Context: an optimization exercise on an open-source flow, tuned for small area and a short achievable clock period. The choices shown serve that exercise and are no tape-out recipe.
No functional check of the RTL was part of this run.
Power is estimated from default activity; no workload was simulated.

===== config.mk =====
export PLATFORM = sky130hd
export DESIGN_NAME = alu_design
export DESIGN_NICKNAME = alu_design
export VERILOG_FILES = /design/flow/design.v
export SDC_FILE = /design/flow/constraint.sdc
export NUM_CORES = 4
export LEC_CHECK = 0
export CAP_MARGIN = 20
export CORE_MARGIN = 2
export CORE_UTILIZATION = 40
export SETUP_SLACK_MARGIN = 4.8
export SLEW_MARGIN = 20
export SYNTH_HIERARCHICAL = 1

===== constraint.sdc =====
create_clock -name core_clock -period 8.0 [get_ports {CLK}]
set_input_delay 1.6000 -clock core_clock [delete_from_list [all_inputs] [get_ports {CLK}]]
set_output_delay 1.6000 -clock core_clock [all_outputs]
set_load 0.01 [all_outputs]

===== design.v =====
module alu_design #(parameter OPERAND_WIDTH = 16, parameter CMD_WIDTH = 4)(
	input CLK, RST, MODE, CE, CIN,
	input [CMD_WIDTH-1:0] CMD,
	input [1:0] INP_VALID,
	input [OPERAND_WIDTH-1:0] OPA, OPB,
	output reg ERR, OFLOW, E, G, L,
	output reg COUT,
	output reg [(2*OPERAND_WIDTH)-1:0] RES
);
	wire in_v11 = INP_VALID == 2'b11;
	wire in_vA  = INP_VALID == 2'b01;
	wire in_vB  = INP_VALID == 2'b10;
	wire in_add_ok = (in_v11 && (CMD <= 4'd7 || CMD == 4'd11 || CMD == 4'd12)) ||
	                 (in_vA && (CMD == 4'd4 || CMD == 4'd5)) ||
	                 (in_vB && (CMD == 4'd6 || CMD == 4'd7));
	wire in_mul = in_v11 && (CMD == 4'd9 || CMD == 4'd10);
	wire in_cmp = in_v11 && (CMD == 4'd8 || CMD == 4'd11 || CMD == 4'd12);
	wire in_lok = (in_v11 && CMD <= 4'd13) ||
	              (in_vA && (CMD == 4'd6 || CMD == 4'd8 || CMD == 4'd9)) ||
	              (in_vB && (CMD == 4'd7 || CMD == 4'd10 || CMD == 4'd11));
	wire in_rot_err = in_v11 && (CMD == 4'd12 || CMD == 4'd13) && (|OPB[15:5]);
	wire in_err = MODE ? !(in_add_ok || in_mul || in_cmp) : (!in_lok || in_rot_err);
	reg [15:0] a, b;
	reg [3:0] cmd;
	reg xb, yb, yi, c0, xs;
	reg sgn;     
	always @(posedge CLK) begin
		a <= (CMD == 4'd10) ? {OPA[14:0], 1'b0} : OPA;
		b <= OPB;
		cmd <= CMD;
		xb <= CMD == 4'd6 || CMD == 4'd7;
		yb <= CMD <= 4'd3 || CMD == 4'd11 || CMD == 4'd12;
		yi <= CMD == 4'd12 || (CMD <= 4'd7 && CMD[0]);
		c0 <= CMD == 4'd12 || CMD == 4'd1 || CMD == 4'd4 || CMD == 4'd6 ||
		      (CMD == 4'd2 && CIN) || (CMD == 4'd3 && !CIN);
		xs <= CMD == 4'd11 || CMD == 4'd12;
		sgn <= CMD != 4'd8;
	end
	reg c_add, c_mul, c_arith, c_log, c_nerr, c_cmp;
	reg c_ofsub, c_of11v, c_of11n, c_of12v, c_of12n, c_ofidle, c_cout;
	always @(posedge CLK or posedge RST) begin
		if (RST) begin
			c_add <= 1'b0; c_mul <= 1'b0; c_arith <= 1'b0; c_log <= 1'b0;
			c_nerr <= 1'b0; c_cmp <= 1'b0;
			c_ofsub <= 1'b0; c_of11v <= 1'b0; c_of11n <= 1'b0;
			c_of12v <= 1'b0; c_of12n <= 1'b0; c_ofidle <= 1'b0; c_cout <= 1'b0;
		end else begin
			c_add   <= CE && MODE && in_add_ok;
			c_mul   <= CE && MODE && in_mul;
			c_arith <= CE && MODE;
			c_log   <= CE && !MODE && in_lok;
			c_nerr  <= CE && !in_err;
			c_cmp   <= CE && MODE && in_cmp;
			c_ofsub <= CE && MODE && (CMD == 4'd1 || CMD == 4'd3 || CMD == 4'd5 || CMD == 4'd7);
			c_of11v <= CE && MODE && CMD == 4'd11 && in_v11;
			c_of11n <= CE && MODE && CMD == 4'd11 && !in_v11;
			c_of12v <= CE && MODE && CMD == 4'd12 && in_v11;
			c_of12n <= CE && MODE && CMD == 4'd12 && !in_v11;
			c_ofidle <= CE && MODE && ((CMD == 4'd3 && CIN) || CMD == 4'd5 || CMD == 4'd7);
			c_cout  <= CE && MODE && in_add_ok &&
			           (CMD == 4'd0 || CMD == 4'd2 || CMD == 4'd4 || CMD == 4'd6 || CMD == 4'd11);
		end
	end
	wire [15:0] ax = xb ? b : a;
	wire [15:0] ay = (b & {16{yb}}) ^ {16{yi}};
	wire xe = xs & ax[15];
	wire ye = xs ? ay[15] : yi;
	wire [16:0] sum = {xe, ax} + {ye, ay} + {16'b0, c0};
	wire eq = a == b;
	wire lt = {a[15] ^ sgn, a[14:0]} < {b[15] ^ sgn, b[14:0]};
	wire [3:0] rs = cmd[0] ? (4'd0 - b[3:0]) : b[3:0];
	wire [15:0] r1 = rs[0] ? {a[14:0], a[15]} : a;
	wire [15:0] r2 = rs[1] ? {r1[13:0], r1[15:14]} : r1;
	wire [15:0] r3 = rs[2] ? {r2[11:0], r2[15:12]} : r2;
	wire [15:0] rot = rs[3] ? {r3[7:0], r3[15:8]} : r3;
	reg [15:0] lres;
	always @(*) begin
		case (cmd)
			4'd0: lres = a & b;
			4'd1: lres = ~(a & b);
			4'd2: lres = a | b;
			4'd3: lres = ~(a | b);
			4'd4: lres = a ^ b;
			4'd5: lres = ~(a ^ b);
			4'd6: lres = ~a;
			4'd7: lres = ~b;
			4'd8: lres = a >> 1;
			4'd9: lres = a << 1;
			4'd10: lres = b >> 1;
			4'd11: lres = b << 1;
			default: lres = rot;
		endcase
	end
	wire m9 = cmd[0];
	wire [31:0] ts, tc;
	wire [15:0] na, nb, pp [0:15];
	wire [15:0] a9, b9;
	genvar gi, gj;
	generate for (gi = 0; gi < 16; gi = gi + 1) begin : g_in
		mt_inv u_na (.a(a[gi]), .y(na[gi]));
		mt_inv u_nb (.a(b[gi]), .y(nb[gi]));
		mt_and u_a9 (.a(a[gi]), .b(m9), .y(a9[gi]));
		mt_and u_b9 (.a(b[gi]), .b(m9), .y(b9[gi]));
		for (gj = 0; gj < 16; gj = gj + 1) begin : g_pp
			mt_nor u_pp (.a(na[gi]), .b(nb[gj]), .y(pp[gi][gj]));
		end
	end endgenerate
	wire [225:0] fs, fc;
	wire [30:0] hs, hc;
	mt_ha u_ha0 (.a(a9[11]), .b(b9[11]), .s(hs[0]), .co(hc[0]));
	mt_fa u_fa0 (.a(a9[12]), .b(b9[12]), .c(pp[0][12]), .s(fs[0]), .co(fc[0]));
	mt_ha u_ha1 (.a(pp[10][2]), .b(pp[11][1]), .s(hs[1]), .co(hc[1]));
	mt_fa u_fa1 (.a(a9[13]), .b(b9[13]), .c(pp[0][13]), .s(fs[1]), .co(fc[1]));
	mt_fa u_fa2 (.a(pp[10][3]), .b(pp[11][2]), .c(pp[12][1]), .s(fs[2]), .co(fc[2]));
	mt_ha u_ha2 (.a(pp[13][0]), .b(pp[1][12]), .s(hs[2]), .co(hc[2]));
	mt_fa u_fa3 (.a(a9[14]), .b(b9[14]), .c(pp[0][14]), .s(fs[3]), .co(fc[3]));
	mt_fa u_fa4 (.a(pp[10][4]), .b(pp[11][3]), .c(pp[12][2]), .s(fs[4]), .co(fc[4]));
	mt_fa u_fa5 (.a(pp[13][1]), .b(pp[14][0]), .c(pp[1][13]), .s(fs[5]), .co(fc[5]));
	mt_ha u_ha3 (.a(pp[2][12]), .b(pp[3][11]), .s(hs[3]), .co(hc[3]));
	mt_fa u_fa6 (.a(a9[15]), .b(b9[15]), .c(pp[0][15]), .s(fs[6]), .co(fc[6]));
	mt_fa u_fa7 (.a(pp[10][5]), .b(pp[11][4]), .c(pp[12][3]), .s(fs[7]), .co(fc[7]));
	mt_fa u_fa8 (.a(pp[13][2]), .b(pp[14][1]), .c(pp[15][0]), .s(fs[8]), .co(fc[8]));
	mt_fa u_fa9 (.a(pp[1][14]), .b(pp[2][13]), .c(pp[3][12]), .s(fs[9]), .co(fc[9]));
	mt_ha u_ha4 (.a(pp[4][11]), .b(pp[5][10]), .s(hs[4]), .co(hc[4]));
	mt_fa u_fa10 (.a(pp[10][6]), .b(pp[11][5]), .c(pp[12][4]), .s(fs[10]), .co(fc[10]));
	mt_fa u_fa11 (.a(pp[13][3]), .b(pp[14][2]), .c(pp[15][1]), .s(fs[11]), .co(fc[11]));
	mt_fa u_fa12 (.a(pp[1][15]), .b(pp[2][14]), .c(pp[3][13]), .s(fs[12]), .co(fc[12]));
	mt_ha u_ha5 (.a(pp[4][12]), .b(pp[5][11]), .s(hs[5]), .co(hc[5]));
	mt_fa u_fa13 (.a(pp[10][7]), .b(pp[11][6]), .c(pp[12][5]), .s(fs[13]), .co(fc[13]));
	mt_fa u_fa14 (.a(pp[13][4]), .b(pp[14][3]), .c(pp[15][2]), .s(fs[14]), .co(fc[14]));
	mt_ha u_ha6 (.a(pp[2][15]), .b(pp[3][14]), .s(hs[6]), .co(hc[6]));
	mt_fa u_fa15 (.a(pp[10][8]), .b(pp[11][7]), .c(pp[12][6]), .s(fs[15]), .co(fc[15]));
	mt_ha u_ha7 (.a(pp[13][5]), .b(pp[14][4]), .s(hs[7]), .co(hc[7]));
	mt_ha u_ha8 (.a(pp[10][9]), .b(pp[11][8]), .s(hs[8]), .co(hc[8]));
	mt_ha u_ha9 (.a(a9[7]), .b(b9[7]), .s(hs[9]), .co(hc[9]));
	mt_fa u_fa16 (.a(a9[8]), .b(b9[8]), .c(pp[0][8]), .s(fs[16]), .co(fc[16]));
	mt_ha u_ha10 (.a(pp[1][7]), .b(pp[2][6]), .s(hs[10]), .co(hc[10]));
	mt_fa u_fa17 (.a(a9[9]), .b(b9[9]), .c(pp[0][9]), .s(fs[17]), .co(fc[17]));
	mt_fa u_fa18 (.a(pp[1][8]), .b(pp[2][7]), .c(pp[3][6]), .s(fs[18]), .co(fc[18]));
	mt_ha u_ha11 (.a(pp[4][5]), .b(pp[5][4]), .s(hs[11]), .co(hc[11]));
	mt_fa u_fa19 (.a(a9[10]), .b(b9[10]), .c(pp[0][10]), .s(fs[19]), .co(fc[19]));
	mt_fa u_fa20 (.a(pp[10][0]), .b(pp[1][9]), .c(pp[2][8]), .s(fs[20]), .co(fc[20]));
	mt_fa u_fa21 (.a(pp[3][7]), .b(pp[4][6]), .c(pp[5][5]), .s(fs[21]), .co(fc[21]));
	mt_ha u_ha12 (.a(pp[6][4]), .b(pp[7][3]), .s(hs[12]), .co(hc[12]));
	mt_fa u_fa22 (.a(pp[0][11]), .b(pp[10][1]), .c(pp[11][0]), .s(fs[22]), .co(fc[22]));
	mt_fa u_fa23 (.a(pp[1][10]), .b(pp[2][9]), .c(pp[3][8]), .s(fs[23]), .co(fc[23]));
	mt_fa u_fa24 (.a(pp[4][7]), .b(pp[5][6]), .c(pp[6][5]), .s(fs[24]), .co(fc[24]));
	mt_fa u_fa25 (.a(pp[7][4]), .b(pp[8][3]), .c(pp[9][2]), .s(fs[25]), .co(fc[25]));
	mt_fa u_fa26 (.a(pp[12][0]), .b(pp[1][11]), .c(pp[2][10]), .s(fs[26]), .co(fc[26]));
	mt_fa u_fa27 (.a(pp[3][9]), .b(pp[4][8]), .c(pp[5][7]), .s(fs[27]), .co(fc[27]));
	mt_fa u_fa28 (.a(pp[6][6]), .b(pp[7][5]), .c(pp[8][4]), .s(fs[28]), .co(fc[28]));
	mt_fa u_fa29 (.a(pp[9][3]), .b(hc[0]), .c(hs[1]), .s(fs[29]), .co(fc[29]));
	mt_fa u_fa30 (.a(pp[2][11]), .b(pp[3][10]), .c(pp[4][9]), .s(fs[30]), .co(fc[30]));
	mt_fa u_fa31 (.a(pp[5][8]), .b(pp[6][7]), .c(pp[7][6]), .s(fs[31]), .co(fc[31]));
	mt_fa u_fa32 (.a(pp[8][5]), .b(pp[9][4]), .c(hc[1]), .s(fs[32]), .co(fc[32]));
	mt_fa u_fa33 (.a(hs[2]), .b(fc[0]), .c(fs[1]), .s(fs[33]), .co(fc[33]));
	mt_fa u_fa34 (.a(pp[4][10]), .b(pp[5][9]), .c(pp[6][8]), .s(fs[34]), .co(fc[34]));
	mt_fa u_fa35 (.a(pp[7][7]), .b(pp[8][6]), .c(pp[9][5]), .s(fs[35]), .co(fc[35]));
	mt_fa u_fa36 (.a(hc[2]), .b(hs[3]), .c(fc[1]), .s(fs[36]), .co(fc[36]));
	mt_fa u_fa37 (.a(fc[2]), .b(fs[3]), .c(fs[4]), .s(fs[37]), .co(fc[37]));
	mt_fa u_fa38 (.a(pp[6][9]), .b(pp[7][8]), .c(pp[8][7]), .s(fs[38]), .co(fc[38]));
	mt_fa u_fa39 (.a(pp[9][6]), .b(hc[3]), .c(hs[4]), .s(fs[39]), .co(fc[39]));
	mt_fa u_fa40 (.a(fc[3]), .b(fc[4]), .c(fc[5]), .s(fs[40]), .co(fc[40]));
	mt_fa u_fa41 (.a(fs[6]), .b(fs[7]), .c(fs[8]), .s(fs[41]), .co(fc[41]));
	mt_fa u_fa42 (.a(pp[6][10]), .b(pp[7][9]), .c(pp[8][8]), .s(fs[42]), .co(fc[42]));
	mt_fa u_fa43 (.a(pp[9][7]), .b(hc[4]), .c(hs[5]), .s(fs[43]), .co(fc[43]));
	mt_fa u_fa44 (.a(fc[6]), .b(fc[7]), .c(fc[8]), .s(fs[44]), .co(fc[44]));
	mt_fa u_fa45 (.a(fc[9]), .b(fs[10]), .c(fs[11]), .s(fs[45]), .co(fc[45]));
	mt_fa u_fa46 (.a(pp[4][13]), .b(pp[5][12]), .c(pp[6][11]), .s(fs[46]), .co(fc[46]));
	mt_fa u_fa47 (.a(pp[7][10]), .b(pp[8][9]), .c(pp[9][8]), .s(fs[47]), .co(fc[47]));
	mt_fa u_fa48 (.a(hc[5]), .b(hs[6]), .c(fc[10]), .s(fs[48]), .co(fc[48]));
	mt_fa u_fa49 (.a(fc[11]), .b(fc[12]), .c(fs[13]), .s(fs[49]), .co(fc[49]));
	mt_fa u_fa50 (.a(pp[15][3]), .b(pp[3][15]), .c(pp[4][14]), .s(fs[50]), .co(fc[50]));
	mt_fa u_fa51 (.a(pp[5][13]), .b(pp[6][12]), .c(pp[7][11]), .s(fs[51]), .co(fc[51]));
	mt_fa u_fa52 (.a(pp[8][10]), .b(pp[9][9]), .c(hc[6]), .s(fs[52]), .co(fc[52]));
	mt_fa u_fa53 (.a(hs[7]), .b(fc[13]), .c(fc[14]), .s(fs[53]), .co(fc[53]));
	mt_fa u_fa54 (.a(pp[12][7]), .b(pp[13][6]), .c(pp[14][5]), .s(fs[54]), .co(fc[54]));
	mt_fa u_fa55 (.a(pp[15][4]), .b(pp[4][15]), .c(pp[5][14]), .s(fs[55]), .co(fc[55]));
	mt_fa u_fa56 (.a(pp[6][13]), .b(pp[7][12]), .c(pp[8][11]), .s(fs[56]), .co(fc[56]));
	mt_fa u_fa57 (.a(pp[9][10]), .b(hc[7]), .c(hs[8]), .s(fs[57]), .co(fc[57]));
	mt_fa u_fa58 (.a(pp[10][10]), .b(pp[11][9]), .c(pp[12][8]), .s(fs[58]), .co(fc[58]));
	mt_fa u_fa59 (.a(pp[13][7]), .b(pp[14][6]), .c(pp[15][5]), .s(fs[59]), .co(fc[59]));
	mt_fa u_fa60 (.a(pp[5][15]), .b(pp[6][14]), .c(pp[7][13]), .s(fs[60]), .co(fc[60]));
	mt_ha u_ha13 (.a(pp[8][12]), .b(pp[9][11]), .s(hs[13]), .co(hc[13]));
	mt_fa u_fa61 (.a(pp[10][11]), .b(pp[11][10]), .c(pp[12][9]), .s(fs[61]), .co(fc[61]));
	mt_fa u_fa62 (.a(pp[13][8]), .b(pp[14][7]), .c(pp[15][6]), .s(fs[62]), .co(fc[62]));
	mt_ha u_ha14 (.a(pp[6][15]), .b(pp[7][14]), .s(hs[14]), .co(hc[14]));
	mt_fa u_fa63 (.a(pp[10][12]), .b(pp[11][11]), .c(pp[12][10]), .s(fs[63]), .co(fc[63]));
	mt_ha u_ha15 (.a(pp[13][9]), .b(pp[14][8]), .s(hs[15]), .co(hc[15]));
	mt_ha u_ha16 (.a(pp[10][13]), .b(pp[11][12]), .s(hs[16]), .co(hc[16]));
	mt_ha u_ha17 (.a(a9[4]), .b(b9[4]), .s(hs[17]), .co(hc[17]));
	mt_fa u_fa64 (.a(a9[5]), .b(b9[5]), .c(pp[0][5]), .s(fs[64]), .co(fc[64]));
	mt_ha u_ha18 (.a(pp[1][4]), .b(pp[2][3]), .s(hs[18]), .co(hc[18]));
	mt_fa u_fa65 (.a(a9[6]), .b(b9[6]), .c(pp[0][6]), .s(fs[65]), .co(fc[65]));
	mt_fa u_fa66 (.a(pp[1][5]), .b(pp[2][4]), .c(pp[3][3]), .s(fs[66]), .co(fc[66]));
	mt_ha u_ha19 (.a(pp[4][2]), .b(pp[5][1]), .s(hs[19]), .co(hc[19]));
	mt_fa u_fa67 (.a(pp[0][7]), .b(pp[1][6]), .c(pp[2][5]), .s(fs[67]), .co(fc[67]));
	mt_fa u_fa68 (.a(pp[3][4]), .b(pp[4][3]), .c(pp[5][2]), .s(fs[68]), .co(fc[68]));
	mt_fa u_fa69 (.a(pp[6][1]), .b(pp[7][0]), .c(hs[9]), .s(fs[69]), .co(fc[69]));
	mt_fa u_fa70 (.a(pp[3][5]), .b(pp[4][4]), .c(pp[5][3]), .s(fs[70]), .co(fc[70]));
	mt_fa u_fa71 (.a(pp[6][2]), .b(pp[7][1]), .c(pp[8][0]), .s(fs[71]), .co(fc[71]));
	mt_fa u_fa72 (.a(hc[9]), .b(hs[10]), .c(fs[16]), .s(fs[72]), .co(fc[72]));
	mt_fa u_fa73 (.a(pp[6][3]), .b(pp[7][2]), .c(pp[8][1]), .s(fs[73]), .co(fc[73]));
	mt_fa u_fa74 (.a(pp[9][0]), .b(hc[10]), .c(hs[11]), .s(fs[74]), .co(fc[74]));
	mt_fa u_fa75 (.a(fc[16]), .b(fs[17]), .c(fs[18]), .s(fs[75]), .co(fc[75]));
	mt_fa u_fa76 (.a(pp[8][2]), .b(pp[9][1]), .c(hc[11]), .s(fs[76]), .co(fc[76]));
	mt_fa u_fa77 (.a(hs[12]), .b(fc[17]), .c(fc[18]), .s(fs[77]), .co(fc[77]));
	mt_fa u_fa78 (.a(fs[19]), .b(fs[20]), .c(fs[21]), .s(fs[78]), .co(fc[78]));
	mt_fa u_fa79 (.a(hs[0]), .b(hc[12]), .c(fc[19]), .s(fs[79]), .co(fc[79]));
	mt_fa u_fa80 (.a(fc[20]), .b(fc[21]), .c(fs[22]), .s(fs[80]), .co(fc[80]));
	mt_fa u_fa81 (.a(fs[23]), .b(fs[24]), .c(fs[25]), .s(fs[81]), .co(fc[81]));
	mt_fa u_fa82 (.a(fc[22]), .b(fc[23]), .c(fc[24]), .s(fs[82]), .co(fc[82]));
	mt_fa u_fa83 (.a(fc[25]), .b(fs[0]), .c(fs[26]), .s(fs[83]), .co(fc[83]));
	mt_fa u_fa84 (.a(fs[27]), .b(fs[28]), .c(fs[29]), .s(fs[84]), .co(fc[84]));
	mt_fa u_fa85 (.a(fc[26]), .b(fc[27]), .c(fc[28]), .s(fs[85]), .co(fc[85]));
	mt_fa u_fa86 (.a(fs[2]), .b(fs[30]), .c(fs[31]), .s(fs[86]), .co(fc[86]));
	mt_fa u_fa87 (.a(fc[29]), .b(fs[32]), .c(fs[33]), .s(fs[87]), .co(fc[87]));
	mt_fa u_fa88 (.a(fc[30]), .b(fc[31]), .c(fs[34]), .s(fs[88]), .co(fc[88]));
	mt_fa u_fa89 (.a(fs[35]), .b(fs[5]), .c(fc[32]), .s(fs[89]), .co(fc[89]));
	mt_fa u_fa90 (.a(fc[33]), .b(fs[36]), .c(fs[37]), .s(fs[90]), .co(fc[90]));
	mt_fa u_fa91 (.a(fc[34]), .b(fc[35]), .c(fs[38]), .s(fs[91]), .co(fc[91]));
	mt_fa u_fa92 (.a(fs[9]), .b(fc[36]), .c(fs[39]), .s(fs[92]), .co(fc[92]));
	mt_fa u_fa93 (.a(fc[37]), .b(fs[40]), .c(fs[41]), .s(fs[93]), .co(fc[93]));
	mt_fa u_fa94 (.a(fc[38]), .b(fs[12]), .c(fs[42]), .s(fs[94]), .co(fc[94]));
	mt_fa u_fa95 (.a(fc[39]), .b(fc[40]), .c(fs[43]), .s(fs[95]), .co(fc[95]));
	mt_fa u_fa96 (.a(fc[41]), .b(fs[44]), .c(fs[45]), .s(fs[96]), .co(fc[96]));
	mt_fa u_fa97 (.a(fc[42]), .b(fs[14]), .c(fs[46]), .s(fs[97]), .co(fc[97]));
	mt_fa u_fa98 (.a(fs[47]), .b(fc[43]), .c(fc[44]), .s(fs[98]), .co(fc[98]));
	mt_fa u_fa99 (.a(fc[45]), .b(fs[48]), .c(fs[49]), .s(fs[99]), .co(fc[99]));
	mt_fa u_fa100 (.a(fc[46]), .b(fc[47]), .c(fs[15]), .s(fs[100]), .co(fc[100]));
	mt_fa u_fa101 (.a(fs[50]), .b(fs[51]), .c(fs[52]), .s(fs[101]), .co(fc[101]));
	mt_fa u_fa102 (.a(fc[48]), .b(fc[49]), .c(fs[53]), .s(fs[102]), .co(fc[102]));
	mt_fa u_fa103 (.a(fc[15]), .b(fc[50]), .c(fc[51]), .s(fs[103]), .co(fc[103]));
	mt_fa u_fa104 (.a(fs[54]), .b(fs[55]), .c(fs[56]), .s(fs[104]), .co(fc[104]));
	mt_fa u_fa105 (.a(fc[52]), .b(fc[53]), .c(fs[57]), .s(fs[105]), .co(fc[105]));
	mt_fa u_fa106 (.a(hc[8]), .b(hs[13]), .c(fc[54]), .s(fs[106]), .co(fc[106]));
	mt_fa u_fa107 (.a(fc[55]), .b(fc[56]), .c(fs[58]), .s(fs[107]), .co(fc[107]));
	mt_fa u_fa108 (.a(fs[59]), .b(fs[60]), .c(fc[57]), .s(fs[108]), .co(fc[108]));
	mt_fa u_fa109 (.a(pp[8][13]), .b(pp[9][12]), .c(hc[13]), .s(fs[109]), .co(fc[109]));
	mt_fa u_fa110 (.a(hs[14]), .b(fc[58]), .c(fc[59]), .s(fs[110]), .co(fc[110]));
	mt_fa u_fa111 (.a(fc[60]), .b(fs[61]), .c(fs[62]), .s(fs[111]), .co(fc[111]));
	mt_fa u_fa112 (.a(pp[15][7]), .b(pp[7][15]), .c(pp[8][14]), .s(fs[112]), .co(fc[112]));
	mt_fa u_fa113 (.a(pp[9][13]), .b(hc[14]), .c(hs[15]), .s(fs[113]), .co(fc[113]));
	mt_fa u_fa114 (.a(fc[61]), .b(fc[62]), .c(fs[63]), .s(fs[114]), .co(fc[114]));
	mt_fa u_fa115 (.a(pp[12][11]), .b(pp[13][10]), .c(pp[14][9]), .s(fs[115]), .co(fc[115]));
	mt_fa u_fa116 (.a(pp[15][8]), .b(pp[8][15]), .c(pp[9][14]), .s(fs[116]), .co(fc[116]));
	mt_fa u_fa117 (.a(hc[15]), .b(hs[16]), .c(fc[63]), .s(fs[117]), .co(fc[117]));
	mt_fa u_fa118 (.a(pp[10][14]), .b(pp[11][13]), .c(pp[12][12]), .s(fs[118]), .co(fc[118]));
	mt_fa u_fa119 (.a(pp[13][11]), .b(pp[14][10]), .c(pp[15][9]), .s(fs[119]), .co(fc[119]));
	mt_ha u_ha20 (.a(pp[9][15]), .b(hc[16]), .s(hs[20]), .co(hc[20]));
	mt_fa u_fa120 (.a(pp[10][15]), .b(pp[11][14]), .c(pp[12][13]), .s(fs[120]), .co(fc[120]));
	mt_ha u_ha21 (.a(pp[13][12]), .b(pp[14][11]), .s(hs[21]), .co(hc[21]));
	mt_ha u_ha22 (.a(pp[11][15]), .b(pp[12][14]), .s(hs[22]), .co(hc[22]));
	mt_ha u_ha23 (.a(a9[2]), .b(b9[2]), .s(hs[23]), .co(hc[23]));
	mt_fa u_fa121 (.a(a9[3]), .b(b9[3]), .c(pp[0][3]), .s(fs[121]), .co(fc[121]));
	mt_ha u_ha24 (.a(pp[1][2]), .b(pp[2][1]), .s(hs[24]), .co(hc[24]));
	mt_fa u_fa122 (.a(pp[0][4]), .b(pp[1][3]), .c(pp[2][2]), .s(fs[122]), .co(fc[122]));
	mt_fa u_fa123 (.a(pp[3][1]), .b(pp[4][0]), .c(hs[17]), .s(fs[123]), .co(fc[123]));
	mt_fa u_fa124 (.a(pp[3][2]), .b(pp[4][1]), .c(pp[5][0]), .s(fs[124]), .co(fc[124]));
	mt_fa u_fa125 (.a(hc[17]), .b(hs[18]), .c(fs[64]), .s(fs[125]), .co(fc[125]));
	mt_fa u_fa126 (.a(pp[6][0]), .b(hc[18]), .c(hs[19]), .s(fs[126]), .co(fc[126]));
	mt_fa u_fa127 (.a(fc[64]), .b(fs[65]), .c(fs[66]), .s(fs[127]), .co(fc[127]));
	mt_fa u_fa128 (.a(hc[19]), .b(fc[65]), .c(fc[66]), .s(fs[128]), .co(fc[128]));
	mt_fa u_fa129 (.a(fs[67]), .b(fs[68]), .c(fs[69]), .s(fs[129]), .co(fc[129]));
	mt_fa u_fa130 (.a(fc[67]), .b(fc[68]), .c(fs[70]), .s(fs[130]), .co(fc[130]));
	mt_fa u_fa131 (.a(fs[71]), .b(fc[69]), .c(fs[72]), .s(fs[131]), .co(fc[131]));
	mt_fa u_fa132 (.a(fc[70]), .b(fc[71]), .c(fs[73]), .s(fs[132]), .co(fc[132]));
	mt_fa u_fa133 (.a(fs[74]), .b(fc[72]), .c(fs[75]), .s(fs[133]), .co(fc[133]));
	mt_fa u_fa134 (.a(fc[73]), .b(fc[74]), .c(fs[76]), .s(fs[134]), .co(fc[134]));
	mt_fa u_fa135 (.a(fc[75]), .b(fs[77]), .c(fs[78]), .s(fs[135]), .co(fc[135]));
	mt_fa u_fa136 (.a(fc[76]), .b(fc[77]), .c(fc[78]), .s(fs[136]), .co(fc[136]));
	mt_fa u_fa137 (.a(fs[79]), .b(fs[80]), .c(fs[81]), .s(fs[137]), .co(fc[137]));
	mt_fa u_fa138 (.a(fc[79]), .b(fc[80]), .c(fc[81]), .s(fs[138]), .co(fc[138]));
	mt_fa u_fa139 (.a(fs[82]), .b(fs[83]), .c(fs[84]), .s(fs[139]), .co(fc[139]));
	mt_fa u_fa140 (.a(fc[82]), .b(fc[83]), .c(fs[85]), .s(fs[140]), .co(fc[140]));
	mt_fa u_fa141 (.a(fs[86]), .b(fc[84]), .c(fs[87]), .s(fs[141]), .co(fc[141]));
	mt_fa u_fa142 (.a(fc[85]), .b(fc[86]), .c(fs[88]), .s(fs[142]), .co(fc[142]));
	mt_fa u_fa143 (.a(fs[89]), .b(fc[87]), .c(fs[90]), .s(fs[143]), .co(fc[143]));
	mt_fa u_fa144 (.a(fc[88]), .b(fc[89]), .c(fs[91]), .s(fs[144]), .co(fc[144]));
	mt_fa u_fa145 (.a(fs[92]), .b(fc[90]), .c(fs[93]), .s(fs[145]), .co(fc[145]));
	mt_fa u_fa146 (.a(fc[91]), .b(fs[94]), .c(fc[92]), .s(fs[146]), .co(fc[146]));
	mt_fa u_fa147 (.a(fs[95]), .b(fc[93]), .c(fs[96]), .s(fs[147]), .co(fc[147]));
	mt_fa u_fa148 (.a(fc[94]), .b(fs[97]), .c(fc[95]), .s(fs[148]), .co(fc[148]));
	mt_fa u_fa149 (.a(fs[98]), .b(fc[96]), .c(fs[99]), .s(fs[149]), .co(fc[149]));
	mt_fa u_fa150 (.a(fc[97]), .b(fs[100]), .c(fc[98]), .s(fs[150]), .co(fc[150]));
	mt_fa u_fa151 (.a(fs[101]), .b(fs[102]), .c(fc[99]), .s(fs[151]), .co(fc[151]));
	mt_fa u_fa152 (.a(fc[100]), .b(fs[103]), .c(fs[104]), .s(fs[152]), .co(fc[152]));
	mt_fa u_fa153 (.a(fc[101]), .b(fc[102]), .c(fs[105]), .s(fs[153]), .co(fc[153]));
	mt_fa u_fa154 (.a(fc[103]), .b(fc[104]), .c(fs[106]), .s(fs[154]), .co(fc[154]));
	mt_fa u_fa155 (.a(fs[107]), .b(fc[105]), .c(fs[108]), .s(fs[155]), .co(fc[155]));
	mt_fa u_fa156 (.a(fs[109]), .b(fc[106]), .c(fc[107]), .s(fs[156]), .co(fc[156]));
	mt_fa u_fa157 (.a(fs[110]), .b(fs[111]), .c(fc[108]), .s(fs[157]), .co(fc[157]));
	mt_fa u_fa158 (.a(fs[112]), .b(fc[109]), .c(fc[110]), .s(fs[158]), .co(fc[158]));
	mt_fa u_fa159 (.a(fs[113]), .b(fc[111]), .c(fs[114]), .s(fs[159]), .co(fc[159]));
	mt_fa u_fa160 (.a(fc[112]), .b(fs[115]), .c(fs[116]), .s(fs[160]), .co(fc[160]));
	mt_fa u_fa161 (.a(fc[113]), .b(fc[114]), .c(fs[117]), .s(fs[161]), .co(fc[161]));
	mt_fa u_fa162 (.a(fc[115]), .b(fc[116]), .c(fs[118]), .s(fs[162]), .co(fc[162]));
	mt_fa u_fa163 (.a(fs[119]), .b(hs[20]), .c(fc[117]), .s(fs[163]), .co(fc[163]));
	mt_fa u_fa164 (.a(pp[15][10]), .b(hs[21]), .c(fc[118]), .s(fs[164]), .co(fc[164]));
	mt_fa u_fa165 (.a(fc[119]), .b(hc[20]), .c(fs[120]), .s(fs[165]), .co(fc[165]));
	mt_fa u_fa166 (.a(pp[13][13]), .b(pp[14][12]), .c(pp[15][11]), .s(fs[166]), .co(fc[166]));
	mt_fa u_fa167 (.a(hc[21]), .b(hs[22]), .c(fc[120]), .s(fs[167]), .co(fc[167]));
	mt_fa u_fa168 (.a(pp[12][15]), .b(pp[13][14]), .c(pp[14][13]), .s(fs[168]), .co(fc[168]));
	mt_ha u_ha25 (.a(pp[15][12]), .b(hc[22]), .s(hs[25]), .co(hc[25]));
	mt_ha u_ha26 (.a(pp[13][15]), .b(pp[14][14]), .s(hs[26]), .co(hc[26]));
	mt_ha u_ha27 (.a(a9[0]), .b(b9[0]), .s(hs[27]), .co(hc[27]));
	mt_fa u_fa169 (.a(a9[1]), .b(b9[1]), .c(pp[0][1]), .s(fs[169]), .co(fc[169]));
	mt_fa u_fa170 (.a(pp[0][2]), .b(pp[1][1]), .c(pp[2][0]), .s(fs[170]), .co(fc[170]));
	mt_fa u_fa171 (.a(pp[3][0]), .b(hc[23]), .c(hs[24]), .s(fs[171]), .co(fc[171]));
	mt_fa u_fa172 (.a(hc[24]), .b(fc[121]), .c(fs[122]), .s(fs[172]), .co(fc[172]));
	mt_fa u_fa173 (.a(fc[122]), .b(fs[124]), .c(fc[123]), .s(fs[173]), .co(fc[173]));
	mt_fa u_fa174 (.a(fc[124]), .b(fs[126]), .c(fc[125]), .s(fs[174]), .co(fc[174]));
	mt_fa u_fa175 (.a(fc[126]), .b(fc[127]), .c(fs[128]), .s(fs[175]), .co(fc[175]));
	mt_fa u_fa176 (.a(fc[128]), .b(fs[130]), .c(fc[129]), .s(fs[176]), .co(fc[176]));
	mt_fa u_fa177 (.a(fc[130]), .b(fs[132]), .c(fc[131]), .s(fs[177]), .co(fc[177]));
	mt_fa u_fa178 (.a(fc[132]), .b(fs[134]), .c(fc[133]), .s(fs[178]), .co(fc[178]));
	mt_fa u_fa179 (.a(fc[134]), .b(fs[136]), .c(fc[135]), .s(fs[179]), .co(fc[179]));
	mt_fa u_fa180 (.a(fc[136]), .b(fs[138]), .c(fc[137]), .s(fs[180]), .co(fc[180]));
	mt_fa u_fa181 (.a(fc[138]), .b(fs[140]), .c(fc[139]), .s(fs[181]), .co(fc[181]));
	mt_fa u_fa182 (.a(fc[140]), .b(fs[142]), .c(fc[141]), .s(fs[182]), .co(fc[182]));
	mt_fa u_fa183 (.a(fc[142]), .b(fs[144]), .c(fc[143]), .s(fs[183]), .co(fc[183]));
	mt_fa u_fa184 (.a(fc[144]), .b(fs[146]), .c(fc[145]), .s(fs[184]), .co(fc[184]));
	mt_fa u_fa185 (.a(fc[146]), .b(fs[148]), .c(fc[147]), .s(fs[185]), .co(fc[185]));
	mt_fa u_fa186 (.a(fc[148]), .b(fs[150]), .c(fc[149]), .s(fs[186]), .co(fc[186]));
	mt_fa u_fa187 (.a(fs[152]), .b(fc[150]), .c(fc[151]), .s(fs[187]), .co(fc[187]));
	mt_fa u_fa188 (.a(fs[154]), .b(fc[152]), .c(fc[153]), .s(fs[188]), .co(fc[188]));
	mt_fa u_fa189 (.a(fc[154]), .b(fs[156]), .c(fc[155]), .s(fs[189]), .co(fc[189]));
	mt_fa u_fa190 (.a(fs[158]), .b(fc[156]), .c(fs[159]), .s(fs[190]), .co(fc[190]));
	mt_fa u_fa191 (.a(fs[160]), .b(fc[158]), .c(fs[161]), .s(fs[191]), .co(fc[191]));
	mt_fa u_fa192 (.a(fc[160]), .b(fs[162]), .c(fs[163]), .s(fs[192]), .co(fc[192]));
	mt_fa u_fa193 (.a(fc[162]), .b(fs[164]), .c(fs[165]), .s(fs[193]), .co(fc[193]));
	mt_fa u_fa194 (.a(fs[166]), .b(fc[164]), .c(fc[165]), .s(fs[194]), .co(fc[194]));
	mt_fa u_fa195 (.a(fc[166]), .b(fs[168]), .c(hs[25]), .s(fs[195]), .co(fc[195]));
	mt_fa u_fa196 (.a(pp[15][13]), .b(hs[26]), .c(fc[168]), .s(fs[196]), .co(fc[196]));
	mt_ha u_ha28 (.a(pp[14][15]), .b(pp[15][14]), .s(hs[28]), .co(hc[28]));
	mt_ha u_ha29 (.a(m9), .b(pp[0][0]), .s(hs[29]), .co(hc[29]));
	mt_fa u_fa197 (.a(pp[1][0]), .b(hc[27]), .c(fs[169]), .s(fs[197]), .co(fc[197]));
	mt_fa u_fa198 (.a(hs[23]), .b(fc[169]), .c(fs[170]), .s(fs[198]), .co(fc[198]));
	mt_fa u_fa199 (.a(fc[170]), .b(fs[121]), .c(fs[171]), .s(fs[199]), .co(fc[199]));
	mt_fa u_fa200 (.a(fs[123]), .b(fc[171]), .c(fs[172]), .s(fs[200]), .co(fc[200]));
	mt_fa u_fa201 (.a(fc[172]), .b(fs[125]), .c(fs[173]), .s(fs[201]), .co(fc[201]));
	mt_fa u_fa202 (.a(fc[173]), .b(fs[127]), .c(fs[174]), .s(fs[202]), .co(fc[202]));
	mt_fa u_fa203 (.a(fs[129]), .b(fc[174]), .c(fs[175]), .s(fs[203]), .co(fc[203]));
	mt_fa u_fa204 (.a(fc[175]), .b(fs[131]), .c(fs[176]), .s(fs[204]), .co(fc[204]));
	mt_fa u_fa205 (.a(fc[176]), .b(fs[133]), .c(fs[177]), .s(fs[205]), .co(fc[205]));
	mt_fa u_fa206 (.a(fs[135]), .b(fc[177]), .c(fs[178]), .s(fs[206]), .co(fc[206]));
	mt_fa u_fa207 (.a(fs[137]), .b(fc[178]), .c(fs[179]), .s(fs[207]), .co(fc[207]));
	mt_fa u_fa208 (.a(fc[179]), .b(fs[139]), .c(fs[180]), .s(fs[208]), .co(fc[208]));
	mt_fa u_fa209 (.a(fc[180]), .b(fs[141]), .c(fs[181]), .s(fs[209]), .co(fc[209]));
	mt_fa u_fa210 (.a(fs[143]), .b(fc[181]), .c(fs[182]), .s(fs[210]), .co(fc[210]));
	mt_fa u_fa211 (.a(fs[145]), .b(fc[182]), .c(fs[183]), .s(fs[211]), .co(fc[211]));
	mt_fa u_fa212 (.a(fs[147]), .b(fc[183]), .c(fs[184]), .s(fs[212]), .co(fc[212]));
	mt_fa u_fa213 (.a(fs[149]), .b(fc[184]), .c(fs[185]), .s(fs[213]), .co(fc[213]));
	mt_fa u_fa214 (.a(fs[151]), .b(fc[185]), .c(fs[186]), .s(fs[214]), .co(fc[214]));
	mt_fa u_fa215 (.a(fs[153]), .b(fc[186]), .c(fs[187]), .s(fs[215]), .co(fc[215]));
	mt_fa u_fa216 (.a(fs[155]), .b(fc[187]), .c(fs[188]), .s(fs[216]), .co(fc[216]));
	mt_fa u_fa217 (.a(fs[157]), .b(fc[188]), .c(fs[189]), .s(fs[217]), .co(fc[217]));
	mt_fa u_fa218 (.a(fc[157]), .b(fc[189]), .c(fs[190]), .s(fs[218]), .co(fc[218]));
	mt_fa u_fa219 (.a(fc[159]), .b(fc[190]), .c(fs[191]), .s(fs[219]), .co(fc[219]));
	mt_fa u_fa220 (.a(fc[161]), .b(fc[191]), .c(fs[192]), .s(fs[220]), .co(fc[220]));
	mt_fa u_fa221 (.a(fc[163]), .b(fs[193]), .c(fc[192]), .s(fs[221]), .co(fc[221]));
	mt_fa u_fa222 (.a(fs[167]), .b(fs[194]), .c(fc[193]), .s(fs[222]), .co(fc[222]));
	mt_fa u_fa223 (.a(fc[167]), .b(fs[195]), .c(fc[194]), .s(fs[223]), .co(fc[223]));
	mt_fa u_fa224 (.a(hc[25]), .b(fs[196]), .c(fc[195]), .s(fs[224]), .co(fc[224]));
	mt_fa u_fa225 (.a(hc[26]), .b(hs[28]), .c(fc[196]), .s(fs[225]), .co(fc[225]));
	mt_ha u_ha30 (.a(pp[15][15]), .b(hc[28]), .s(hs[30]), .co(hc[30]));
	assign ts[0] = hs[27];
	assign tc[0] = hs[29];
	assign ts[1] = hc[29];
	assign tc[1] = fs[197];
	assign ts[2] = fc[197];
	assign tc[2] = fs[198];
	assign ts[3] = fc[198];
	assign tc[3] = fs[199];
	assign ts[4] = fc[199];
	assign tc[4] = fs[200];
	assign ts[5] = fc[200];
	assign tc[5] = fs[201];
	assign ts[6] = fc[201];
	assign tc[6] = fs[202];
	assign ts[7] = fc[202];
	assign tc[7] = fs[203];
	assign ts[8] = fc[203];
	assign tc[8] = fs[204];
	assign ts[9] = fc[204];
	assign tc[9] = fs[205];
	assign ts[10] = fc[205];
	assign tc[10] = fs[206];
	assign ts[11] = fc[206];
	assign tc[11] = fs[207];
	assign ts[12] = fc[207];
	assign tc[12] = fs[208];
	assign ts[13] = fc[208];
	assign tc[13] = fs[209];
	assign ts[14] = fc[209];
	assign tc[14] = fs[210];
	assign ts[15] = fc[210];
	assign tc[15] = fs[211];
	assign ts[16] = fc[211];
	assign tc[16] = fs[212];
	assign ts[17] = fc[212];
	assign tc[17] = fs[213];
	assign ts[18] = fc[213];
	assign tc[18] = fs[214];
	assign ts[19] = fc[214];
	assign tc[19] = fs[215];
	assign ts[20] = fc[215];
	assign tc[20] = fs[216];
	assign ts[21] = fc[216];
	assign tc[21] = fs[217];
	assign ts[22] = fc[217];
	assign tc[22] = fs[218];
	assign ts[23] = fc[218];
	assign tc[23] = fs[219];
	assign ts[24] = fc[219];
	assign tc[24] = fs[220];
	assign ts[25] = fc[220];
	assign tc[25] = fs[221];
	assign ts[26] = fs[222];
	assign tc[26] = fc[221];
	assign ts[27] = fc[222];
	assign tc[27] = fs[223];
	assign ts[28] = fs[224];
	assign tc[28] = fc[223];
	assign ts[29] = fs[225];
	assign tc[29] = fc[224];
	assign ts[30] = hs[30];
	assign tc[30] = fc[225];
	assign ts[31] = hc[30];
	assign tc[31] = 1'b0;
	reg [31:0] PS, PC;
	reg pvalid;
	wire [31:0] P = PS + PC;
	wire pv = c_mul & pvalid;
	wire [31:0] res_n = {{15{pv}} & P[31:17],
	                     (c_add & sum[16]) | (pv & P[16]),
	                     ({16{c_add}} & sum[15:0]) | ({16{c_log}} & lres) | ({16{pv}} & P[15:0])};
	wire ovf_s = (ax[15] ~^ ay[15]) & (sum[15] ^ ax[15]);
	wire oflow_n = (c_ofsub & sum[16]) | ((c_of11v | c_of12v) & ovf_s) |
	               (c_of11n & a[15] & b[15]) | (c_of12n & a[15] & ~b[15]);
	wire oflow_idle_n = c_ofidle | (c_of11v & sum[15]);
	wire cout_n = c_cout & sum[16];
	reg oflow_idle;
	always @(posedge CLK or posedge RST) begin
		if (RST) begin
			RES <= 32'd0;
			ERR <= 1'b0; E <= 1'b0; G <= 1'b0; L <= 1'b0;
			OFLOW <= 1'b0; oflow_idle <= 1'b0; COUT <= 1'b0;
			pvalid <= 1'b0;
		end else if (CE) begin
			RES <= res_n;
			ERR <= !c_nerr;
			E <= c_cmp & eq;
			G <= c_cmp & !eq & !lt;
			L <= c_cmp & !eq & lt;
			OFLOW <= oflow_n; oflow_idle <= oflow_idle_n; COUT <= cout_n;
			if (c_arith)
				pvalid <= c_mul;
		end else begin
			ERR <= 1'b0; E <= 1'b0; G <= 1'b0; L <= 1'b0;
			OFLOW <= oflow_idle;
		end
	end
	always @(posedge CLK) begin
		if (CE && c_mul) begin
			PS <= ts;
			PC <= tc;
		end
	end
endmodule
module mt_fa(input a, input b, input c, output s, output co);
	assign s = a ^ b ^ c;
	assign co = (a & b) | (a & c) | (b & c);
endmodule
module mt_ha(input a, input b, output s, output co);
	assign s = a ^ b;
	assign co = a & b;
endmodule
module mt_inv(input a, output y);
	assign y = ~a;
endmodule
module mt_nand(input a, input b, output y);
	assign y = ~(a & b);
endmodule
module mt_and(input a, input b, output y);
	assign y = a & b;
endmodule
module mt_nor(input a, input b, output y);
	assign y = ~(a | b);
endmodule
module mt_muxi(input s, input d1, input d0, output y);
	assign y = ~(s ? d1 : d0);
endmodule

===== run.sh =====
#!/bin/bash
# synth_recipe.tcl (not shown) runs the flow's synth.tcl, then flattens the netlist and writes it again
# the make line also repeats each setting of config.mk as NAME=value (left out here)
make -C /OpenROAD-flow-scripts/flow DESIGN_CONFIG=/design/flow/config.mk WORK_HOME=/design/flow/orfs CLKGATE_MAP_FILE= SYNTH_SCRIPT=/design/flow/synth_recipe.tcl finish

==> run notes <==
-- layer usage --
layer / track usage [%] / wire [microns] / up-vias
met2: 44.3 / 30000 / 880
met5: 0 / 13 / -
li1: - / - / 6829
met1: 38.1 / 26700 / 7902
met3: 3.89 / 5070 / 191
met4: 13.7 / 3330 / 2
-- what timing repair did --
| action | in CTS | in global routing |
|---|---|---|
| setup buffers | 76 | 25 |
| gates resized for setup | 160 | 64 |
| setup endpoints to repair | 74 | 73 |
| endpoints found under the hold margin | 0 | 0 |
| pin swaps | 23 | 32 |
| gates cloned | 2 | 0 |
-- power by group --
part           total, mW  switching, mW  internal (mW)
Combinational       1.93           1.05          0.875
Clock              0.793          0.382          0.411
Sequential          1.03         0.0451          0.987
-- worst paths after layout --
path / start / endpoint / slack (ns) / cells after the start
min in group asynchronous: RST / ERR / 1.67 / 3
hold reg to reg: c_nerr / ERR / 0.40 / 1
hold / removal: c_nerr / ERR / 0.40 / 1
max in group asynchronous: RST / RES[3] / 5.82 / 3
setup / recovery: b[5] / PC[17] / 4.37 / 8
setup reg to reg: b[5] / PC[17] / 4.37 / 8
-- layout make-up --
| type | instances | area share, % |
|---|---|---|
| clock inverters | 14 | 0.483 |
| multi-input cells | 1528 | 63.8 |
| repair inverters | 1 | 0.0403 |
| well taps | 592 | 3.40 |
| clock buffers | 18 | 2.02 |
| inverters | 95 | 2.93 |
| repair buffers | 189 | 8.08 |
| flip-flops and latches | 158 | 19.3 |
-- stage by stage --
step	utilization (%)	setup WS, ns	hold slack [ns]
after detailed placement	44.3	3.86	0.394
after CTS	48.1	4.38	0.405
after global placement	44.3	3.95	0.391
after floorplan	-	4.50	0.373
final	49.1	4.37	0.401
after global routing	49.1	4.31	0.427
-- registers in the layout (all words and copies together) (netlist names), 4 cells and up --
| register | cells |
|---|---|
| cmd | 4 |
| PS | 32 |
| PC | 31 |
| RES | 32 |
| b | 16 |
| a | 16 |
-- cell families (layout without fill, tap and decap cells) --
logic type,Yosys count,count (layout)
AOI/OAI and AO/OA,401,401
xor gates and xnor gates,56,56
adders and majority gates,354,354
buffers and inverters,166,317
DFF,158,158
muxes,78,79
and+or+nand+nor,638,638
-- per-module statistics from Yosys (local to each module, per instance) --
module / flops+latches / cell area, sq um / times used / cells inside
alu_design: 158 / 11800 / 1 / 1274
mt_and: 0 / 6.26 / 32 / 1
mt_inv: 0 / 3.75 / 32 / 1
mt_nor: 0 / 3.75 / 256 / 1
mt_ha: 0 / 12.5 / 31 / 1
mt_fa: 0 / 20.0 / 226 / 1
-- cells in the mapped netlist (all sizes together), types with 22 or more instances --
master	n	area, sq um
nor2	334	1250
fa	229	4580
ha	125	1560
nand2	111	417
inv	94	353
a21oi	87	439
o21ai	76	380
edfxtp	63	1890
dfrtp	53	1330
clkbuf	46	174
and2	45	282
dfxtp	42	841
mux2i	42	433
xnor2	42	387
a31oi	31	200
nor3	28	140
nand3	27	135
buf	25	141
mux2	22	248
==> PnR_summary.wiki <==
{| class="wikitable"
! Metric !! Value
|-
| Required time at the worst-slack endpoint || 8.19 ns
|-
| Post-synthesis sequential area ratio || 22.6%
|-
| Post-route total power || 3.75 mW
|-
| Most frequent standard cell in the layout excluding fill and tap cells || sky130_fd_sc_hd__nor2_1
|-
| Crit path kind || flop to flop
|-
| Worst relative slew slack || 37.6%
|-
| Wire length of the first global-routing pass || 99400 microns
|-
| Remaining global-route overflow || 0
|-
| Multi-input combinational cell area || 13900 sq um
|-
| Flop and latch count out of synthesis || 158
|-
| DRC marker count from the first detailed-route iteration || 1789
|-
| Setup clock skew after layout || 0.0170 ns
|-
| CTS sink count || 158
|-
| Top fanout value on the critical path || 7
|-
| XOR/XNOR share of the synthesized area || 2.83%
|-
| Detailed-router iteration count before antenna repair || 6
|-
| Final WL || 65000 microns
|-
| RSZ-0062 raised after global routing || true
|-
| Syn_area_per_cell || 9.72 sq um
|-
| CTS max path bufs || 2
|-
| Crit path launch type || flop
|-
| Arrival time worst endpoint || 3.82 ns
|-
| Type of the most critical hold path || flop to flop
|-
| Count of placed standard cells including taps || 2460
|-
| Post-synth cell types || 86
|-
| Outcome || finished clean
|-
| Mux contribution to synthesized area || 5.64%
|-
| Diode insertion count for antenna repair || 0
|-
| Number of hold buffers added after CTS || 0
|-
| Worst path top cell family by delay || adder cells
|-
| Initial antenna violation count || 1
|-
| Starting utilization of the core area || 40.6%
|-
| Share of async-settable or async-resettable flops after synthesis || 33.5%
|-
| Number of DRC violations after detailed routing || 0
|-
| Area fraction in compound gates after synthesis || 15.2%
|-
| CTS HTree Levels || 4
|-
| Total track usage || 28.1%
|-
| Die area || 46700 sq um
|-
| Number of placed I/O pins || 81
|-
| Total core area || 44300 sq um
|-
| Clock period minus final worst setup slack || 3.63 ns
|-
| Average via count per standard cell || 6.09
|-
| CP max stage cell || sky130_fd_sc_hd__fa_1
|-
| Most frequent cells in the layout || sky130_fd_sc_hd__nor2_1 (286), sky130_fd_sc_hd__fa_1 (155), sky130_fd_sc_hd__ha_1 (121)
|-
| Final hold viol count || 0
|-
| Syn Nets || 2248
|-
| Clk pin slew, worst setup/hold paths || 0.07 ns
|-
| Adder and majority cell fraction of the synthesized area || 34.2%
|-
| Share of the clock period used by the worst path || 45.4%
|-
| Area Overhead vs Synth || 20.9%
|-
| Placed wire-length estimate || 45100 microns
|-
| Max rail drop VDD || 0.131 mV
|-
| Antenna-violating nets left || 0
|-
| Global placement routability congestion || 0.941
|-
| List of cells traversed by the critical path || inv_12 > nor2_2 > fa_1 > fa_1 > fa_1 > fa_2 > fa_2 > fa_1
|-
| Total of fill cells in the finished design || 4091
|-
| Critical path's largest stage delay || 0.55 ns
|-
| Via count of the first global-routing pass || 15900
|-
| Number of enable flip-flop cells after synthesis || 63
|-
| Final std cell area, no fill || 21800 sq um
|-
| Worst Tran Pin Value || 0.934 ns
|-
| Final standard cell count with taps included and fillers excluded || 2595
|-
| Net count reported at finish || 2387
|-
| Crit path buffers/inverters || 1
|-
| Main synth FF type || sky130_fd_sc_hd__edfxtp_1
|-
| Placed inst area || 19600 sq um
|-
| Netlist area before placement || 18000 sq um
|-
| Via count || 15800
|-
| Root buffer cell || sky130_fd_sc_hd__clkbuf_16
|-
| Number of input and output port buffers inserted || 80
|-
| Main combinational cell family by area after synthesis || adder cells
|-
| Instance count of the mapped netlist || 1851
|-
| Horiz. Die Dim || 216 microns
|-
| Standard-cell rows || 77
|-
| Combined flip-flop and latch cell area || 4190 sq um
|-
| Final number of max-transition violations || 0
|-
| Setup_tns || 0 ns
|-
| Static leakage power || 8.98 nW
|-
| Simple-gate area share of the yosys netlist || 15.8%
|-
| Y dimension of the die || 216 microns
|-
| Worst-Skew Late Latency || 0.46 ns
|-
| Fraction of final layout cells with drive strength greater than 1 || 20.2%
|-
| Total power per unit cell area || 172 nW/um^2
|-
| Average routed wire per standard cell || 25.1 microns
|-
| Number of warning messages in the yosys log || 7
|-
| Count of endpoints failing setup in the final report || 0
|-
| Worst Setup End Kind || flop
|-
| Clock tree from TritonCTS || done
|-
| Largest net degree at the start of global routing || 64
|-
| Max-capacitance violation count || 0
|-
| Cell repeated most along the worst path || sky130_fd_sc_hd__fa_1
|-
| Peak clock frequency supported by timing || 0.275 GHz
|-
| CTS buffer count || 17
|}

[what the ideal ports hide]
No port has a modelled driver above. Below, the same layout with a new extraction and two added sets of constraints.
Step 1 sets driving cells, clkbuf_16 on the clock port and buf_2 on the other inputs (assumed; they add their load-dependent delay and slew).
Step 2 adds t to the input delays and takes it off the output delays; t is the mean of the earliest and latest rising clock arrival at the registers after step 1. Input paths then give back, and output paths get back, about the clock's delay inside the block.
a / b / c = ideal / step 1 / step 2; a / b = the first two.
t, ns: 0.502
setup slack, ns: 4.367 / 4.367 / 4.367
worst slew at a driven data input, ns: 0.06
After both steps this run still meets setup and hold. The setup slack of this run moves by 0.000 ns with the drivers and by 0.000 ns with both steps.
